From an optimization exercise on the open Yosys and OpenROAD flow, aimed at small area; shortcuts taken in it are not production practice. In this exercise RTL edits were held to simulation tests only and were not proved equivalent to the original.

==> flow/design.v (outline; a module is shown in full before it is edited, if it fits) <==
// module accumlator: 49 lines
// module rca: 19 lines
// module sin_rom: 202 lines
// module sin_dds: 52 lines
// module triangle_dds: 83 lines
// module square_dds: 46 lines
// module mult_pipe: 26 lines
// module mult_core: 1090 lines
// module dds: 56 lines
module dds (
    input                clock,
    input                rstn,
    input                en,
    input         [ 1:0] wave_type,
    input  signed [15:0] amp_word,
    input         [31:0] pha_word,
    input         [31:0] sin_fre_word,
    input         [31:0] tri_incre_word,
    input         [31:0] tri_decre_word,
    input         [31:0] sqr_cnt_word,
    input         [31:0] sqr_cmp_word,
    output signed [13:0] wave_out
);
  // ...
==> flow/flow/run.sh <==
#!/bin/bash
set -euo pipefail
W=$(pwd)
F=$W/flow
R=$W/orfs/results/${FLOW_PLATFORM}/dds/base
LIB=$FLOW_HOME/platforms/sky130hd/lib/sky130_fd_sc_hd__tt_025C_1v80.lib
YOSYS=$(command -v yosys || echo $FLOW_HOME/../tools/install/yosys/bin/yosys)
if [ -f $F/env.sh ]; then source $F/env.sh; fi

bash standard.sh synth > $W/flow_1_synth.log 2>&1
cp $R/1_2_yosys.v $W/std_1_2_yosys.v

# The same synthesis again, with ABC mapping for area instead of speed: a
# copy of ORFS's scripts whose abc_speed.script is an area script. Its
# registers are checked against the standard synthesis's below.
rm -rf $W/scripts_area
cp -r $FLOW_HOME/scripts $W/scripts_area
cp $F/abc_synth.script $W/scripts_area/abc_speed.script
mkdir -p $W/std_results
cp $R/1_2_yosys.v $R/1_synth.odb $R/1_synth.sdc $W/std_results/
rm -f $R/1_2_yosys.v $R/1_synth.odb $R/1_synth.sdc
bash standard.sh SCRIPTS_DIR=$W/scripts_area $R/1_2_yosys.v > $W/flow_1b_synth_area.log 2>&1 || cp $W/std_1_2_yosys.v $R/1_2_yosys.v
grep -oE "sky130_fd_sc_hd__df[a-z0-9_]+ [^ ]+" $W/std_1_2_yosys.v | sort > $W/regs_std.txt
grep -oE "sky130_fd_sc_hd__df[a-z0-9_]+ [^ ]+" $R/1_2_yosys.v | sort > $W/regs_area.txt
if cmp -s $W/regs_std.txt $W/regs_area.txt; then
  cp $R/1_2_yosys.v $W/area_1_2_yosys.v
else
  echo "register mismatch; using the standard netlist" >> $W/flow_1b_synth_area.log
  cp $W/std_1_2_yosys.v $W/area_1_2_yosys.v
fi

KEEP=$(tr '\n' ' ' < $F/keep.txt)
cat > $W/resynth_a.ys <<EOY
read_liberty -ignore_miss_func -ignore_miss_dir $LIB
blackbox $KEEP
read_verilog $W/area_1_2_yosys.v
hierarchy -top $FLOW_TOP
flatten
opt_clean -purge
opt -purge
select -module $FLOW_TOP
write_json $W/resynth_a.json
EOY
$YOSYS -s $W/resynth_a.ys > $W/flow_2_resynth_a.log 2>&1
python3 $F/polar.py $W/resynth_a.json $W/resynth_b.json > $W/flow_3_polar.log 2>&1
cat > $W/resynth_b.ys <<EOY
read_json $W/resynth_b.json
hierarchy -top $FLOW_TOP
opt -purge
abc -liberty $LIB $(cat $F/dontuse.txt) -script $F/abc_area.script
opt_clean -purge
setundef -zero
hilomap -singleton -hicell sky130_fd_sc_hd__conb_1 HI -locell sky130_fd_sc_hd__conb_1 LO
splitnets
opt_clean -purge
insbuf -buf sky130_fd_sc_hd__buf_4 A X
check
stat -liberty $LIB
write_verilog -noattr -noexpr -nohex -nodec $W/resynth.v
EOY
$YOSYS -s $W/resynth_b.ys > $W/flow_4_resynth_b.log 2>&1

# registers must be the standard synthesis's, by name and cell type
grep -oE "sky130_fd_sc_hd__df[a-z0-9_]+ [^ ]+" $W/resynth.v | sort > $W/regs_new.txt
if cmp -s $W/regs_std.txt $W/regs_new.txt; then
  cp $W/resynth.v $R/1_2_yosys.v
else
  echo "register mismatch; using the synthesis netlist" >> $W/flow_4_resynth_b.log
  cp $W/area_1_2_yosys.v $R/1_2_yosys.v
fi
rm -f $R/1_synth.odb $R/1_synth.sdc

bash standard.sh finish > $W/flow_5_layout.log 2>&1
==> flow/flow/abc_area.script <==
strash
dc2
dch -f
map -a -F 2
strash
dch -f
map -a
topo
==> flow/flow/abc_synth.script <==
strash
dch
map -a
topo
==> flow/flow/dontuse.txt <==
-dont_use sky130_fd_sc_hd__probe_p_8 -dont_use sky130_fd_sc_hd__probec_p_8 -dont_use sky130_fd_sc_hd__lpflow_bleeder_1 -dont_use sky130_fd_sc_hd__lpflow_clkbufkapwr_1 -dont_use sky130_fd_sc_hd__lpflow_clkbufkapwr_16 -dont_use sky130_fd_sc_hd__lpflow_clkbufkapwr_2 -dont_use sky130_fd_sc_hd__lpflow_clkbufkapwr_4 -dont_use sky130_fd_sc_hd__lpflow_clkbufkapwr_8 -dont_use sky130_fd_sc_hd__lpflow_clkinvkapwr_1 -dont_use sky130_fd_sc_hd__lpflow_clkinvkapwr_16 -dont_use sky130_fd_sc_hd__lpflow_clkinvkapwr_2 -dont_use sky130_fd_sc_hd__lpflow_clkinvkapwr_4 -dont_use sky130_fd_sc_hd__lpflow_clkinvkapwr_8 -dont_use sky130_fd_sc_hd__lpflow_decapkapwr_12 -dont_use sky130_fd_sc_hd__lpflow_decapkapwr_3 -dont_use sky130_fd_sc_hd__lpflow_decapkapwr_4 -dont_use sky130_fd_sc_hd__lpflow_decapkapwr_6 -dont_use sky130_fd_sc_hd__lpflow_decapkapwr_8 -dont_use sky130_fd_sc_hd__lpflow_inputiso0n_1 -dont_use sky130_fd_sc_hd__lpflow_inputiso0p_1 -dont_use sky130_fd_sc_hd__lpflow_inputiso1n_1 -dont_use sky130_fd_sc_hd__lpflow_inputiso1p_1 -dont_use sky130_fd_sc_hd__lpflow_inputisolatch_1 -dont_use sky130_fd_sc_hd__lpflow_isobufsrc_1 -dont_use sky130_fd_sc_hd__lpflow_isobufsrc_16 -dont_use sky130_fd_sc_hd__lpflow_isobufsrc_2 -dont_use sky130_fd_sc_hd__lpflow_isobufsrc_4 -dont_use sky130_fd_sc_hd__lpflow_isobufsrc_8 -dont_use sky130_fd_sc_hd__lpflow_isobufsrckapwr_16 -dont_use sky130_fd_sc_hd__lpflow_lsbuf_lh_hl_isowell_tap_1 -dont_use sky130_fd_sc_hd__lpflow_lsbuf_lh_hl_isowell_tap_2 -dont_use sky130_fd_sc_hd__lpflow_lsbuf_lh_hl_isowell_tap_4 -dont_use sky130_fd_sc_hd__lpflow_lsbuf_lh_isowell_4 -dont_use sky130_fd_sc_hd__lpflow_lsbuf_lh_isowell_tap_1 -dont_use sky130_fd_sc_hd__lpflow_lsbuf_lh_isowell_tap_2 -dont_use sky130_fd_sc_hd__lpflow_lsbuf_lh_isowell_tap_4 
==> flow/flow/env.sh <==
export BUFFER_PORTS_ARGS="-buffer_cell sky130_fd_sc_hd__buf_1"
export CTS_ARGS="-sink_clustering_enable -repair_clock_nets -dont_use_dummy_load -buf_list sky130_fd_sc_hd__clkbuf_4 -sink_clustering_size 8 -sink_clustering_max_diameter 40"
==> flow/flow/keep.txt <==
sky130_fd_sc_hd__conb_1
sky130_fd_sc_hd__decap_12
sky130_fd_sc_hd__decap_3
sky130_fd_sc_hd__decap_4
sky130_fd_sc_hd__decap_6
sky130_fd_sc_hd__decap_8
sky130_fd_sc_hd__dfbbn_1
sky130_fd_sc_hd__dfbbn_2
sky130_fd_sc_hd__dfbbp_1
sky130_fd_sc_hd__dfrbp_1
sky130_fd_sc_hd__dfrbp_2
sky130_fd_sc_hd__dfrtn_1
sky130_fd_sc_hd__dfrtp_1
sky130_fd_sc_hd__dfrtp_2
sky130_fd_sc_hd__dfrtp_4
sky130_fd_sc_hd__dfsbp_1
sky130_fd_sc_hd__dfsbp_2
sky130_fd_sc_hd__dfstp_1
sky130_fd_sc_hd__dfstp_2
sky130_fd_sc_hd__dfstp_4
sky130_fd_sc_hd__dfxbp_1
sky130_fd_sc_hd__dfxbp_2
sky130_fd_sc_hd__dfxtp_1
sky130_fd_sc_hd__dfxtp_2
sky130_fd_sc_hd__dfxtp_4
sky130_fd_sc_hd__diode_2
sky130_fd_sc_hd__dlclkp_1
sky130_fd_sc_hd__dlclkp_2
sky130_fd_sc_hd__dlclkp_4
sky130_fd_sc_hd__dlrbn_1
sky130_fd_sc_hd__dlrbn_2
sky130_fd_sc_hd__dlrbp_1
sky130_fd_sc_hd__dlrbp_2
sky130_fd_sc_hd__dlrtn_1
sky130_fd_sc_hd__dlrtn_2
sky130_fd_sc_hd__dlrtn_4
sky130_fd_sc_hd__dlrtp_1
sky130_fd_sc_hd__dlrtp_2
sky130_fd_sc_hd__dlrtp_4
sky130_fd_sc_hd__dlxbn_1
sky130_fd_sc_hd__dlxbn_2
sky130_fd_sc_hd__dlxbp_1
sky130_fd_sc_hd__dlxtn_1
sky130_fd_sc_hd__dlxtn_2
sky130_fd_sc_hd__dlxtn_4
sky130_fd_sc_hd__dlxtp_1
sky130_fd_sc_hd__edfxbp_1
sky130_fd_sc_hd__edfxtp_1
sky130_fd_sc_hd__fa_1
sky130_fd_sc_hd__fa_2
sky130_fd_sc_hd__fa_4
sky130_fd_sc_hd__fah_1
sky130_fd_sc_hd__fahcin_1
sky130_fd_sc_hd__fahcon_1
sky130_fd_sc_hd__lpflow_bleeder_1
sky130_fd_sc_hd__lpflow_decapkapwr_12
sky130_fd_sc_hd__lpflow_decapkapwr_3
sky130_fd_sc_hd__lpflow_decapkapwr_4
sky130_fd_sc_hd__lpflow_decapkapwr_6
sky130_fd_sc_hd__lpflow_decapkapwr_8
sky130_fd_sc_hd__lpflow_inputisolatch_1
sky130_fd_sc_hd__sdfbbn_1
sky130_fd_sc_hd__sdfbbn_2
sky130_fd_sc_hd__sdfbbp_1
sky130_fd_sc_hd__sdfrbp_1
sky130_fd_sc_hd__sdfrbp_2
sky130_fd_sc_hd__sdfrtn_1
sky130_fd_sc_hd__sdfrtp_1
sky130_fd_sc_hd__sdfrtp_2
sky130_fd_sc_hd__sdfrtp_4
sky130_fd_sc_hd__sdfsbp_1
sky130_fd_sc_hd__sdfsbp_2
sky130_fd_sc_hd__sdfstp_1
sky130_fd_sc_hd__sdfstp_2
sky130_fd_sc_hd__sdfstp_4
sky130_fd_sc_hd__sdfxbp_1
sky130_fd_sc_hd__sdfxbp_2
sky130_fd_sc_hd__sdfxtp_1
sky130_fd_sc_hd__sdfxtp_2
sky130_fd_sc_hd__sdfxtp_4
sky130_fd_sc_hd__sdlclkp_1
sky130_fd_sc_hd__sdlclkp_2
sky130_fd_sc_hd__sdlclkp_4
sky130_fd_sc_hd__sedfxbp_1
sky130_fd_sc_hd__sedfxbp_2
sky130_fd_sc_hd__sedfxtp_1
sky130_fd_sc_hd__sedfxtp_2
sky130_fd_sc_hd__sedfxtp_4
==> flow/flow/polar.py <==
#!/usr/bin/env python3
"""Flip full adders (fa cells are self-dual: complementing all three inputs
complements both outputs) to minimise inverters between black-box cells.
Reads/writes a yosys JSON netlist of generic gates plus black-box cells."""
import json, sys, collections
FA = ('sky130_fd_sc_hd__fa_1', 'sky130_fd_sc_hd__fa_2', 'sky130_fd_sc_hd__fa_4')
FA_IN, FA_OUT = ('A', 'B', 'CIN'), ('COUT', 'SUM')
d = json.load(open(sys.argv[1]))
top = [m for m in d['modules'] if d['modules'][m].get('attributes', {}).get('top')]
mname = top[0] if top else 'dds'
m = d['modules'][mname]
cells = m['cells']
# drivers
drv = {}
for cn, c in cells.items():
    for p, bits in c['connections'].items():
        if c.get('port_directions', {}).get(p) == 'output':
            for i, b in enumerate(bits):
                if isinstance(b, int): drv[b] = (cn, p)
for pn, p in m['ports'].items():
    if p['direction'] == 'input':
        for b in p['bits']:
            if isinstance(b, int): drv[b] = ('$PORT', pn)
loads = collections.defaultdict(list)
for cn, c in cells.items():
    for p, bits in c['connections'].items():
        if c.get('port_directions', {}).get(p) == 'input':
            for b in bits:
                if isinstance(b, int): loads[b].append((cn, p))
outbits = set()
for pn, p in m['ports'].items():
    if p['direction'] == 'output':
        for b in p['bits']:
            if isinstance(b, int): outbits.add(b)

def base(b):
    par = 0
    seen = 0
    while b in drv and cells.get(drv[b][0], {}).get('type') == '$_NOT_' and seen < 50:
        b = cells[drv[b][0]]['connections']['A'][0]; par ^= 1; seen += 1
    return b, par

fas = [cn for cn, c in cells.items() if c['type'] in FA]
flip = {cn: 0 for cn in fas}
def kind(b):
    if b not in drv: return 'const'
    cn, p = drv[b]
    if cn == '$PORT': return 'fixed'
    t = cells[cn]['type']
    if t in FA: return 'fa'
    if t.startswith('$'): return 'logic'
    return 'fixed'

def native(b):
    k = kind(b)
    if k == 'fa': return flip[drv[b][0]]
    return 0

# collect fa input demands
fa_inputs = {cn: [base(cells[cn]['connections'][p][0]) if isinstance(cells[cn]['connections'][p][0], int) else (None, 0) for p in FA_IN] for cn in fas}
# fixed demands: non-fa black-box inputs (flops, ha), output ports: require true value of their (base, par) source
fixed_demand = collections.defaultdict(set)
for cn, c in cells.items():
    t = c['type']
    if t in FA or t.startswith('$'): continue
    for p, bits in c['connections'].items():
        if c.get('port_directions', {}).get(p) == 'input':
            for b in bits:
                if isinstance(b, int):
                    bb, par = base(b)
                    fixed_demand[bb].add(par)
for b in outbits:
    bb, par = base(b); fixed_demand[bb].add(par)
def cost_of_base(bb, fa_pols):
    k = kind(bb)
    if k in ('logic', 'const') or bb is None: return 0.0
    nat = native(bb)
    pols = set(p ^ nat for p in fixed_demand.get(bb, ())) | set(p ^ nat for p in fa_pols)
    c = 1.0 if 1 in pols else 0.0
    if k == 'fa' and nat == 1 and logic_load.get(bb): c += 0.3
    return c
logic_load = {}
for cn in fas:
    for p in FA_OUT:
        b = cells[cn]['connections'][p][0]
        logic_load[b] = any(cells[l]['type'].startswith('$') and cells[l]['type'] != '$_NOT_' for l, _ in loads[b])

def demands():
    dm = collections.defaultdict(list)
    for cn in fas:
        for (bb, par) in fa_inputs[cn]:
            if bb is not None: dm[bb].append(par ^ flip[cn])
    return dm
def total():
    dm = demands()
    bases = set(dm) | set(fixed_demand) | set(cells[cn]['connections'][p][0] for cn in fas for p in FA_OUT)
    return sum(cost_of_base(b, dm.get(b, [])) for b in bases)

cur = total()
pass
for it in range(20):
    improved = False
    for cn in fas:
        flip[cn] ^= 1
        t = total()
        if t < cur - 1e-9:
            cur = t; improved = True
        else:
            flip[cn] ^= 1
    pass
    if not improved: break

# rewrite: for flipped fa, invert inputs and outputs with $_NOT_ cells
nextbit = [max(b for c in cells.values() for bits in c['connections'].values() for b in bits if isinstance(b, int)) + 1]
for p in m['ports'].values():
    for b in p['bits']:
        if isinstance(b, int): nextbit[0] = max(nextbit[0], b + 1)
def nb():
    nextbit[0] += 1; return nextbit[0] - 1
k = 0
def add_not(a, y):
    global k
    k += 1
    cells[f'$polar_not${k}'] = {'hide_name': 1, 'type': '$_NOT_', 'parameters': {}, 'attributes': {},
                                'port_directions': {'A': 'input', 'Y': 'output'},
                                'connections': {'A': [a], 'Y': [y]}}
for cn in fas:
    if not flip[cn]: continue
    c = cells[cn]
    for p in FA_IN:
        a = c['connections'][p][0]
        if isinstance(a, str):
            c['connections'][p] = ['1' if a == '0' else '0']
        else:
            y = nb(); add_not(a, y); c['connections'][p] = [y]
    for p in FA_OUT:
        o = c['connections'][p][0]
        y = nb(); c['connections'][p] = [y]; add_not(y, o)
json.dump(d, open(sys.argv[2], 'w'))
==> flow/standard.sh <==
#!/bin/bash
# synth_recipe.tcl (not shown) runs the flow's synth.tcl, then flattens the netlist and writes it again
# the make line also repeats each setting of config.mk as NAME=value (left out here)
make -C /OpenROAD-flow-scripts/flow DESIGN_CONFIG=/design/flow/config.mk WORK_HOME=/design/flow/orfs CLKGATE_MAP_FILE= SYNTH_SCRIPT=/design/flow/synth_recipe.tcl "${@:-finish}"
==> flow/config.mk <==
export PLATFORM = sky130hd
export DESIGN_NAME = dds
export DESIGN_NICKNAME = dds
export VERILOG_FILES = /design/flow/design.v
export SDC_FILE = /design/flow/constraint.sdc
export NUM_CORES = 4
export LEC_CHECK = 0
export CAP_MARGIN = 20
export CORE_MARGIN = 2
export CORE_UTILIZATION = 50
export PLACE_DENSITY = 0.65
export SLEW_MARGIN = 20
==> flow/constraint.sdc <==
create_clock -name core_clock -period 13.0 [get_ports {clock}]
set_input_delay 2.6000 -clock core_clock [delete_from_list [all_inputs] [get_ports {clock}]]
set_output_delay 2.6000 -clock core_clock [all_outputs]
set_load 0.01 [all_outputs]
==> results by group, run 1 <==
STA
  – Worst setup margin: 1920 ps
  – Worst Tran Pin Value: roughly 940 ps
  – Pins Over Slew Limit: 0
  – Hold Fails Final Rpt: 0
  – RSZ-0062 raised after global routing: no

Clock tree
  – Clock root buffer: clkbuf_4
  – Htree depth: 2
  – Post-CTS Hold Buffers: 0
  – Post_cts resized: 0
  – CTS tree: built

Final layout
  – Fraction of area in multi-input gates: 0.555
  – Fill count: 3791
  – Sequential cell count: roughly 310
  – Post-Layout Cell Count: about 3100
  – Non-clock buffers, area share: 0.0476
  – # nets final: roughly 3100
  – Seq/total area: 0.304

Run status
  – Status: complete, no violations

Critical path
  – Crit Path Class: input pin to register
  – Crit-path leading delay family: adder cells
  – RR Startpoint: u_triangle_dds.direction
  – Worst path max stage delay: 480 ps
  – Worst path depth: 43

Placed design
  – Placement Cell Area: 23000 um2
  – Placement Setup Slack: 1160 ps

Routing
  – Top Metal Used: met5
  – Drt pass-1 iters: 5
  – Met2 wire len: 30500 um

Global route
  – M2 GR Usage: 0.501
  – First-pass GRT wire length: 99800 um
  – Largest net degree at the start of global routing: approximately 150
  – Grt met3 use: 0.0585

Die
  – Die W: 210 um
  – Die Area: 44000 um2

Hold path
  – Hold path startpoint: u_mult.p2[0]
  – Hold Path Class: register to register

Synth
  – Post-synthesis average cell area: 9.36 um2
==> run 2: changes to the inputs <==
==> flow/flow/abc_synth.script (replaced) <==
strash
dc2
dch -f
map -a
strash
dch -f
map -a
topo
==> run 2 against run 1 <==
Sequential share of layout area rose by 0.35 points. Synthesized area fell by 0.70%. Via count fell by 0.73%. Non-clock buffer count fell by 14. Hold slack improved by 7.1 ps. Synthesized cell count fell by 1.6%. First-iteration DRC count rose by 7.0%. Flip-flop and latch count did not move. Global-route usage fell by 0.95 points. Critical path type is now input pin to output port. Critical endpoint is now wave_out[10]. Largest cell class unchanged.
==> results by group, run 2 <==
Clock tree
  – Post_cts resized: 0 (unchanged)
  – Post-CTS Hold Buffers: 0 (unchanged)
  – Clock transition at path regs: 90 ps (was 80 ps)
  – Htree depth: 2 (unchanged)
  – Clock root buffer: clkbuf_4 (unchanged)
  – CTS Buffer Depth: 3 (unchanged)
  – # clock sinks: 307 (unchanged)
  – CTS tree: built (unchanged)
  – Setup Fix Bufs, Post-CTS: 0 (unchanged)
  – Total CTS buffers: 55 (was 52)
  – Clk latency of the worst-skew pair: 830 ps (was 780 ps)

Critical path
  – Crit Path Class: input pin to output port (was input pin to register)
  – RR Startpoint: u_triangle_dds.direction (unchanged)
  – Crit-path max FO: 14 (was 11)
  – Worst-path cell with the longest stage delay: fa_1 (unchanged)
  – Crit path capture type: output port (was register)
  – Worst path required time: 10400 ps (was 13570 ps)
  – Setup crit start: pha_word[1] (was en)
  – Crit path launch type: input pin (unchanged)
  – WP data arrival: 8950 ps (was 11650 ps)
  – Worst path max stage delay: 500 ps (was 480 ps)
  – Crit-path most repeated cell: a221oi_1 (was fa_1)

Global route
  – Total GRT Usage: 0.285 (was 0.294)
  – Largest net degree at the start of global routing: 73 (was 149)
  – First-pass GRT wire length: 97000 um (was 99800 um)
  – Gr ovfl total: 0 (unchanged)
  – Vias in the first global route: 18100 (was 18200)
  – Initial antenna violation count: 1 (was 11)

Routing
  – Met1 WL: 25600 um (was 25000 um)
  – Drt pass-1 iters: 8 (was 5)
  – Wire length per cell: 19.6 um (was 20.0 um)
  – DRT antenna net count: 0 (unchanged)
  – Number of DRC markers in iteration 0: 1244 (was 1163)
  – Top Metal Used: met4 (was met5)
  – Met3 WL post-DR: 3670 um (was 4440 um)
  – Via/cell ratio: 5.73 (was 5.68)
  – Via count: 17600 (was 17700)
  – DRC: 0 (unchanged)
  – Routed wire length: 60100 um (was 62300 um)
  – Met2 wire len: 28200 um (was 30500 um)

Placed design
  – Post-DP HPWL: 47400 um (was 49700 um)
  – PortBufs: 226 (unchanged)
  – Placement Cell Area: 22700 um2 (was 23000 um2)
  – Placement Setup Slack: 1090 ps (was 1160 ps)
  – Placer Congestion: 0.957 (was 0.938)

Synth
  – Synth Cell Area: 21000 um2 (was 21200 um2)
  – Cell count after synthesis: 2225 (was 2261)
  – Post-synthesis average cell area: 9.45 um2 (was 9.36 um2)
  – Syn_nets: 2731 (was 2767)
  – Warnings from Yosys: 6 (unchanged)

Final layout
  – Top flop regs: u_sin_dds.u_accumlator.s3: 32 flops, u_square_dds.cnt: 32 flops, u_triangle_dds.cnt: 32 flops (unchanged)
  – # nets final: 3033 (was 3080)
  – P&R area growth vs syn: 9.94% (was 10.4%)
  – Final core utilization: 0.553 (was 0.559)
  – Finished Cell Area: 23100 um2 (was 23400 um2)
  – Most frequent cells in the layout: nand2_1, nor2_1, clkinv_1 (was nand2_1, nor2_1, fa_1)
  – Fill count: 3825 (was 3791)
  – Proportion of layout cells with a drive suffix above 1: 0.0535 (was 0.0591)
  – Most common cell after layout, fill and taps aside: nand2_1 (unchanged)

Die
  – Num rows: 75 (unchanged)
  – Die height: 209 um (was 210 um)
  – Initial Util: 0.503 (was 0.506)
  – Die W: 209 um (was 210 um)
  – Die Area: 43700 um2 (was 44000 um2)
  – Ports: 227 (unchanged)
  – Core footprint: 41800 um2 (was 41900 um2)

Flow run
  – Max-cap viol count: 0 (unchanged)

STA
  – Worst setup margin: 1450 ps (was 1920 ps)
  – RSZ-0062 raised after global routing: no (unchanged)
  – Worst Tran Pin Value: 994 ps (was 938 ps)
  – Post-layout min period: 11550 ps (was 11080 ps)
  – Worst rel slew slack: 0.335 (was 0.359)
  – Setup violators final: 0 (unchanged)
  – Pins Over Slew Limit: 0 (unchanged)
  – Fin crit share: 0.889 (was 0.853)
  – Worst Clk Skew: 128 ps (was 97.9 ps)
  – Setup TNS: 0 ps (unchanged)
  – FMAX: 0.0866 GHz (was 0.0902 GHz)
  – Hold Fails Final Rpt: 0 (unchanged)

Hold path
  – Hold Path Class: register to register (unchanged)
  – Hold path startpoint: u_sin_dds.u_accumlator.b1[24] (was u_mult.p2[0])

Run status
  – Status: complete, no violations (unchanged)
## run 2: path summary, 6_finish.rpt
| check | end | slack [ps] | cells after the start |
|---|---|---|---|
| worst max-delay path | wave_out[10] | 1450 | 36 |
| worst max register to register | u_triangle_dds.direction | 3300 | 43 |
| worst min-delay path | u_sin_dds.u_accumlator.b2[24] | 310 | 0 |
| max in group asynchronous | u_sin_dds.ph3[4] | 9570 | 2 |
| worst min register to register | u_sin_dds.u_accumlator.b2[24] | 310 | 0 |
| min in group asynchronous | u_sin_dds.u_accumlator.s1[11] | 1870 | 1 |
## run 2: through the flow
step | cells | hold WS [ps]
6_report | 3065 | 306
5_1_grt | 3065 | 302
4_1_cts | 3064 | 307
3_5_place_dp | 3009 | 312
3_3_place_gp | 3009 | 311
2_1_floorplan | 2225 | 310
## run 2: layout make-up
class,instances,area [um2],area share
multi-input combinational,1624,12800,0.554
antenna,1,2.50,0.000108
sequential,307,7110,0.308
tap,539,674,0.0292
inverter,294,1100,0.0477
clock buffer,55,413,0.0179
timing repair buffer,245,995,0.0430
## run 2: worst max-delay path: cells and delay by family
kind,cells,cell delay (ps)
fa+ha+maj,1,500
buf+inv,2,560
compound gates,23,4070
simple gates,10,1220
## run 2: metal layers
metal | vias to the layer above | track usage
met4 | 0 | 0.117
met1 | 8651 | 0.387
met5 | - | 0
met3 | 173 | 0.0416
met2 | 709 | 0.462
li1 | 8032 | -
==> run 3: changes to the inputs <==
==> flow/flow/abc_area.script (replaced) <==
strash
dc2
&get -n
&deepsyn -T 400
&put
dch -f
map -a
strash
dch -f
map -a
topo
==> run 3 against run 2 <==
Die area is 0.31% lower. Wire length is 1.4% higher. Synthesized cell count is 0.67% higher. Hold slack worse by 2.5 ps. First-iteration DRC count is 16% lower. Critical path depth is 7 higher. Flip-flop and latch count stayed put. Global-route usage is 0.59 points higher. Maximum frequency is 2.0% lower. Register-to-register slack worse by 120 ps. Critical path type unchanged. Largest cell class unchanged.
==> results by group, run 3 <==
Run status
  – Status: complete, no violations (unchanged)

Hold path
  – Hold path startpoint: u_mult.p1[12] (was u_sin_dds.u_accumlator.b1[24])
  – Hold Path Class: register to register (unchanged)

Clock tree
  – Total CTS buffers: 53 (was 55)
  – CTS tree: built (unchanged)
  – Clock transition at path regs: 80 ps (was 90 ps)
  – Post-CTS Hold Buffers: 0 (unchanged)
  – Setup Fix Bufs, Post-CTS: 0 (unchanged)
  – Post_cts resized: 0 (unchanged)
  – # clock sinks: 307 (unchanged)
  – Htree depth: 2 (unchanged)
  – Clk latency of the worst-skew pair: 790 ps (was 830 ps)
  – Clock root buffer: clkbuf_4 (unchanged)
  – CTS Buffer Depth: 3 (unchanged)

Routing
  – Via count: 17400 (was 17600)
  – DRT antenna net count: 0 (unchanged)
  – Number of DRC markers in iteration 0: 1048 (was 1244)
  – Wire length per cell: 19.7 um (was 19.6 um)
  – DRC: 0 (unchanged)
  – Drt pass-1 iters: 5 (was 8)
  – Via/cell ratio: 5.63 (was 5.73)
  – Routed wire length: 60900 um (was 60100 um)

Critical path
  – Crit-path max FO: 14 (unchanged)
  – Worst path required time: 10400 ps (about the same)
  – Worst-path cell with the longest stage delay: fa_1 (unchanged)
  – WP data arrival: 9190 ps (was 8950 ps)
  – Crit path launch type: input pin (unchanged)
  – Crit Path Class: input pin to output port (unchanged)
  – Crit-path most repeated cell: nor2_1 (was a221oi_1)
  – Crit path capture type: output port (unchanged)
  – Worst path max stage delay: 500 ps (about the same)
  – Setup crit start: pha_word[1] (unchanged)
  – RR Startpoint: u_triangle_dds.direction (unchanged)

Global route
  – First-pass GRT wire length: 98200 um (was 97000 um)
  – Gr ovfl total: 0 (unchanged)
  – Total GRT Usage: 0.291 (was 0.285)
  – Vias in the first global route: 18200 (was 18100)
  – Largest net degree at the start of global routing: 78 (was 73)
  – Initial antenna violation count: 12 (was 1)

Placed design
  – Placer Congestion: 0.935 (was 0.957)
  – Placement Cell Area: 22700 um2 (about the same)
  – Post-DP HPWL: 48200 um (was 47400 um)
  – PortBufs: 226 (unchanged)

STA
  – Setup TNS: 0 ps (unchanged)
  – Post-layout min period: 11790 ps (was 11550 ps)
  – FMAX: 0.0848 GHz (was 0.0866 GHz)
  – Hold Slack: 303 ps (was 306 ps)
  – Worst Clk Skew: 98.0 ps (was 128 ps)
  – Worst Tran Pin Value: 898 ps (was 994 ps)
  – Worst rel slew slack: 0.401 (was 0.335)
  – RSZ-0062 raised after global routing: no (unchanged)
  – Setup violators final: 0 (unchanged)
  – Fin crit share: 0.907 (was 0.889)
  – Pins Over Slew Limit: 0 (unchanged)
  – Hold Fails Final Rpt: 0 (unchanged)

Die
  – Die height: 209 um (about the same)
  – Die W: 209 um (about the same)
  – Core footprint: 41700 um2 (was 41800 um2)
  – Initial Util: 0.503 (about the same)
  – Ports: 227 (unchanged)
  – Die Area: 43600 um2 (was 43700 um2)
  – Num rows: 75 (unchanged)

Final layout
  – P&R area growth vs syn: 10.2% (was 9.94%)
  – # nets final: 3050 (was 3033)
  – Most common cell after layout, fill and taps aside: nor2_1 (was nand2_1)
  – Most frequent cells in the layout: nor2_1, nand2_1, fa_1 (was nand2_1, nor2_1, clkinv_1)
  – Top flop regs: u_sin_dds.u_accumlator.s3: 32 flops, u_square_dds.cnt: 32 flops, u_triangle_dds.cnt: 32 flops (unchanged)
  – Fill count: 3875 (was 3825)
  – Proportion of layout cells with a drive suffix above 1: 0.0519 (was 0.0535)
  – Finished Cell Area: 23100 um2 (about the same)

Synth
  – Cell count after synthesis: 2240 (was 2225)
  – Synth Cell Area: 21000 um2 (about the same)
  – Syn_nets: 2746 (was 2731)
  – Post-synthesis average cell area: 9.36 um2 (was 9.45 um2)
  – Warnings from Yosys: 6 (unchanged)

Flow run
  – Max-cap viol count: 0 (unchanged)
-- run 3: layout make-up --
cell class | instances | area [um2] | area share
antenna | 6 | 15.0 | 0.000650
clock buffer | 53 | 398 | 0.0172
inverter | 289 | 1080 | 0.0470
multi-input combinational | 1644 | 12800 | 0.553
sequential | 307 | 7110 | 0.308
tap | 539 | 674 | 0.0292
timing repair buffer | 249 | 1030 | 0.0445
-- run 3: final timing paths --
kind	endpoint	slack (ps)	depth (start not counted)
max	wave_out[11]	1210	43
min	u_mult.p2[12]	300	0
max reg2reg	u_triangle_dds.direction	3180	46
min reg2reg	u_mult.p2[12]	300	0
max in group asynchronous	u_triangle_dds.cnt[29]	9730	2
min in group asynchronous	u_sin_dds.u_accumlator.s0[3]	1850	1
-- run 3: worst max-delay path, delay by kind of cell --
family	cells	cell delay [ps]
buf+inv	3	810
fa+ha+maj	1	500
compound gates	23	4220
simple gates	16	1070
-- run 3: per-layer routing --
layer | share of wire | GRT usage
met5 | 0.0015 | 0
met4 | 0.030 | 0.0985
met3 | 0.068 | 0.0543
met2 | 0.49 | 0.493
met1 | 0.41 | 0.377
-- run 3: per-stage QoR --
stage / worst slack, ps / std cells / util
2_1_floorplan: 1500 / 2240 / -
3_3_place_gp: 1230 / 3028 / 0.544
3_5_place_dp: 1080 / 3028 / 0.544
4_1_cts: 1310 / 3081 / 0.554
5_1_grt: 294 / 3085 / 0.554
6_report: 1210 / 3087 / 0.554
==> run 4: changes to the inputs <==
==> flow/flow/abc_area.script (replaced) <==
strash
dc2
dch -f
map -a -F 2
strash
dch -f
map -a
topo
==> flow/flow/env.sh (replaced) <==
export BUFFER_PORTS_ARGS="-buffer_cell sky130_fd_sc_hd__buf_1"
export CTS_ARGS="-sink_clustering_enable -repair_clock_nets -dont_use_dummy_load -buf_list sky130_fd_sc_hd__clkbuf_4 -sink_clustering_size 10 -sink_clustering_max_diameter 50"
==> run 4 against run 3 <==
Die area rose by 0.31%. Global-route usage fell by 0.58 points. Count of clock-buffer cells in the layout fell by 11. First-iteration DRC count rose by 24%. Via count rose by 0.40%. Sequential share of layout area rose by 0.099 points. Maximum frequency rose by 2.0%. Synthesized cell count fell by 0.67%. Utilization fell by 0.30 points. Clock skew fell by 11 ps. Non-clock buffer count fell by 4.
==> results by group, run 4 <==
Placed design
  – Placed cells: 3009 (was 3028)
  – Placer Congestion: 0.957 (was 0.935)
  – Placement Setup Slack: 1090 ps (was 1080 ps)
  – Post-DP HPWL: 47400 um (was 48200 um)
  – PortBufs: 226 (unchanged)

Die
  – Initial Util: 0.503 (about the same)
  – Num rows: 75 (unchanged)
  – Ports: 227 (unchanged)
  – Die W: 209 um (about the same)
  – Core footprint: 41800 um2 (was 41700 um2)
  – Die height: 209 um (about the same)
  – Die Area: 43700 um2 (was 43600 um2)

Synth
  – Syn_nets: 2731 (was 2746)
  – Synth Cell Area: 21000 um2 (about the same)
  – Post-synthesis average cell area: 9.45 um2 (was 9.36 um2)
  – Cell count after synthesis: 2225 (was 2240)
  – Warnings from Yosys: 6 (unchanged)

Clock tree
  – Htree depth: 2 (unchanged)
  – Clock root buffer: clkbuf_4 (unchanged)
  – Setup Fix Bufs, Post-CTS: 0 (unchanged)
  – CTS Buffer Depth: 3 (unchanged)
  – Total CTS buffers: 42 (was 53)
  – Post_cts resized: 0 (unchanged)
  – Post-CTS Hold Buffers: 0 (unchanged)
  – Clk latency of the worst-skew pair: 770 ps (was 790 ps)
  – CTS tree: built (unchanged)
  – # clock sinks: 307 (unchanged)
  – Clock transition at path regs: 100 ps (was 80 ps)

Final layout
  – Most frequent cells in the layout: nand2_1, nor2_1, clkinv_1 (was nor2_1, nand2_1, fa_1)
  – Top flop regs: u_sin_dds.u_accumlator.s3: 32 flops, u_square_dds.cnt: 32 flops, u_triangle_dds.cnt: 32 flops (unchanged)
  – Fill count: 3828 (was 3875)
  – Post-Layout Cell Count: 3052 (was 3087)
  – Proportion of layout cells with a drive suffix above 1: 0.0486 (was 0.0519)
  – Most common cell after layout, fill and taps aside: nand2_1 (was nor2_1)
  – Seq. cell area: 7110 um2 (unchanged)
  – Area of the multi-input gates: 12800 um2 (about the same)
  – P&R area growth vs syn: 9.48% (was 10.2%)
  – # nets final: 3020 (was 3050)

Run status
  – Status: complete, no violations (unchanged)

STA
  – Worst Tran Pin Value: 992 ps (was 898 ps)
  – Worst rel slew slack: 0.336 (was 0.401)
  – RSZ-0062 raised after global routing: no (unchanged)
  – Post-layout min period: 11560 ps (was 11790 ps)
  – Setup violators final: 0 (unchanged)
  – Hold Slack: 302 ps (was 303 ps)
  – FMAX: 0.0865 GHz (was 0.0848 GHz)
  – Worst Clk Skew: 86.6 ps (was 98.0 ps)
  – Fin crit share: 0.889 (was 0.907)
  – Hold Fails Final Rpt: 0 (unchanged)
  – Pins Over Slew Limit: 0 (unchanged)
  – Worst setup margin: 1440 ps (was 1210 ps)
  – Setup TNS: 0 ps (unchanged)

Hold path
  – Hold EP: u_sin_dds.u_accumlator.s2[6] (was u_mult.p2[12])
  – Hold Path Class: register to register (unchanged)
  – Hold path startpoint: u_sin_dds.u_accumlator.s1[6] (was u_mult.p1[12])
  – Worst hold stages: 0 (unchanged)

Routing
  – Via count: 17500 (was 17400)
  – DRT antenna net count: 0 (unchanged)
  – DRC: 0 (unchanged)
  – Routed wire length: 60000 um (was 60900 um)
  – Via/cell ratio: 5.72 (was 5.63)
  – Wire length per cell: 19.7 um (about the same)
  – Drt pass-1 iters: 7 (was 5)
  – Number of DRC markers in iteration 0: 1301 (was 1048)

Global route
  – Grt met3 use: 0.0424 (was 0.0543)
  – Largest net degree at the start of global routing: 73 (was 78)
  – Met1 usage: 0.389 (was 0.377)
  – Initial antenna violation count: 1 (was 12)
  – Vias in the first global route: 18000 (was 18200)
  – Most Crowded Layer GR: met2 (unchanged)
  – Gr ovfl total: 0 (unchanged)
  – M2 GR Usage: 0.462 (was 0.493)
  – First-pass GRT wire length: 96900 um (was 98200 um)
  – Total GRT Usage: 0.285 (was 0.291)

Critical path
  – Worst-path cell with the longest stage delay: fa_1 (unchanged)
  – FF-to-FF path depth: 43 (was 46)
  – Crit path launch type: input pin (unchanged)
  – Worst path max stage delay: 500 ps (about the same)
  – Crit Path Class: input pin to output port (unchanged)
  – WP data arrival: 8960 ps (was 9190 ps)
  – Crit-path most repeated cell: a221oi_1 (was nor2_1)
  – Worst r2r dst: u_triangle_dds.direction (unchanged)
  – RR Startpoint: u_triangle_dds.direction (unchanged)
  – Worst path required time: 10400 ps (about the same)
  – Crit-path max FO: 14 (unchanged)
  – Crit path capture type: output port (unchanged)
  – Reg-to-reg setup timing slack: 3290 ps (was 3180 ps)

Flow run
  – Max-cap viol count: 0 (unchanged)
[run 4: cell type report]
cell class | instances | area share
antenna | 1 | 0.000109
timing repair buffer | 245 | 0.0432
tap | 539 | 0.0293
clock buffer | 42 | 0.0137
sequential | 307 | 0.309
multi-input combinational | 1624 | 0.557
inverter | 294 | 0.0480
[run 4: worst max-delay path by stage]
stage,from,endpoint,slack (ps)
after floorplan,en,u_triangle_dds.direction,1720
after CTS,pha_word[1],wave_out[10],1540
final,pha_word[1],wave_out[10],1440
after global routing,pha_word[1],wave_out[10],840
after detailed placement,en,u_triangle_dds.direction,1090
after global placement,en,u_triangle_dds.direction,1180
[run 4: critical path: cells and delay by family]
kind / cells / cell delay (ps)
compound gates: 23 / 4080
simple gates: 10 / 1230
buf+inv: 2 / 550
fa+ha+maj: 1 / 500
[run 4: per-layer routing]
layer  vias up  share of wire
li1       8007              -
met1      8592           0.43
met2       707           0.47
met3       155          0.062
met4         0          0.037
met5         -              0
[run 4: metrics by stage]
step	utilization	cell area (um2)
after global placement	0.544	22700
after floorplan	-	21000
after CTS	0.551	23000
final	0.551	23000
after detailed placement	0.544	22700
after global routing	0.551	23000

-- port drivers added, routing unchanged --
No port has a modelled driver above. Below, the same layouts with a new extraction and two added sets of constraints.
Step 1 assumes that a clkbuf_16 drives the clock port and a buf_2 every other input.
Step 2 also shifts input and output timing later by t, the mid clock arrival at the registers, as if the neighbouring blocks saw the same clock.
Three values: ideal, step 1, step 2; two values: the first two.
| run | t, ns | slack for setup (ns) | worst hold slack (ns) | worst register clock-pin slew, ns |
|---|---|---|---|---|
| run 1 | 0.787 | 1.916 / 1.931 / 1.143 | 0.299 / 0.299 / 0.299 | 0.09 / 0.09 |
| run 2 | 0.821 | 1.447 / 1.420 / 1.026 | 0.306 / 0.306 / 0.306 | 0.10 / 0.10 |
| run 3 | 0.790 | 1.211 / 1.178 / 1.088 | 0.303 / 0.303 / 0.303 | 0.09 / 0.09 |
| run 4 | 0.770 | 1.442 / 1.415 / 1.129 | 0.302 / 0.302 / 0.302 | 0.11 / 0.11 |
After both steps setup and hold are still met in every run listed. For run 1, which loses most, drivers alone change the setup slack by +0.015 ns; drivers and shift together by -0.773 ns.
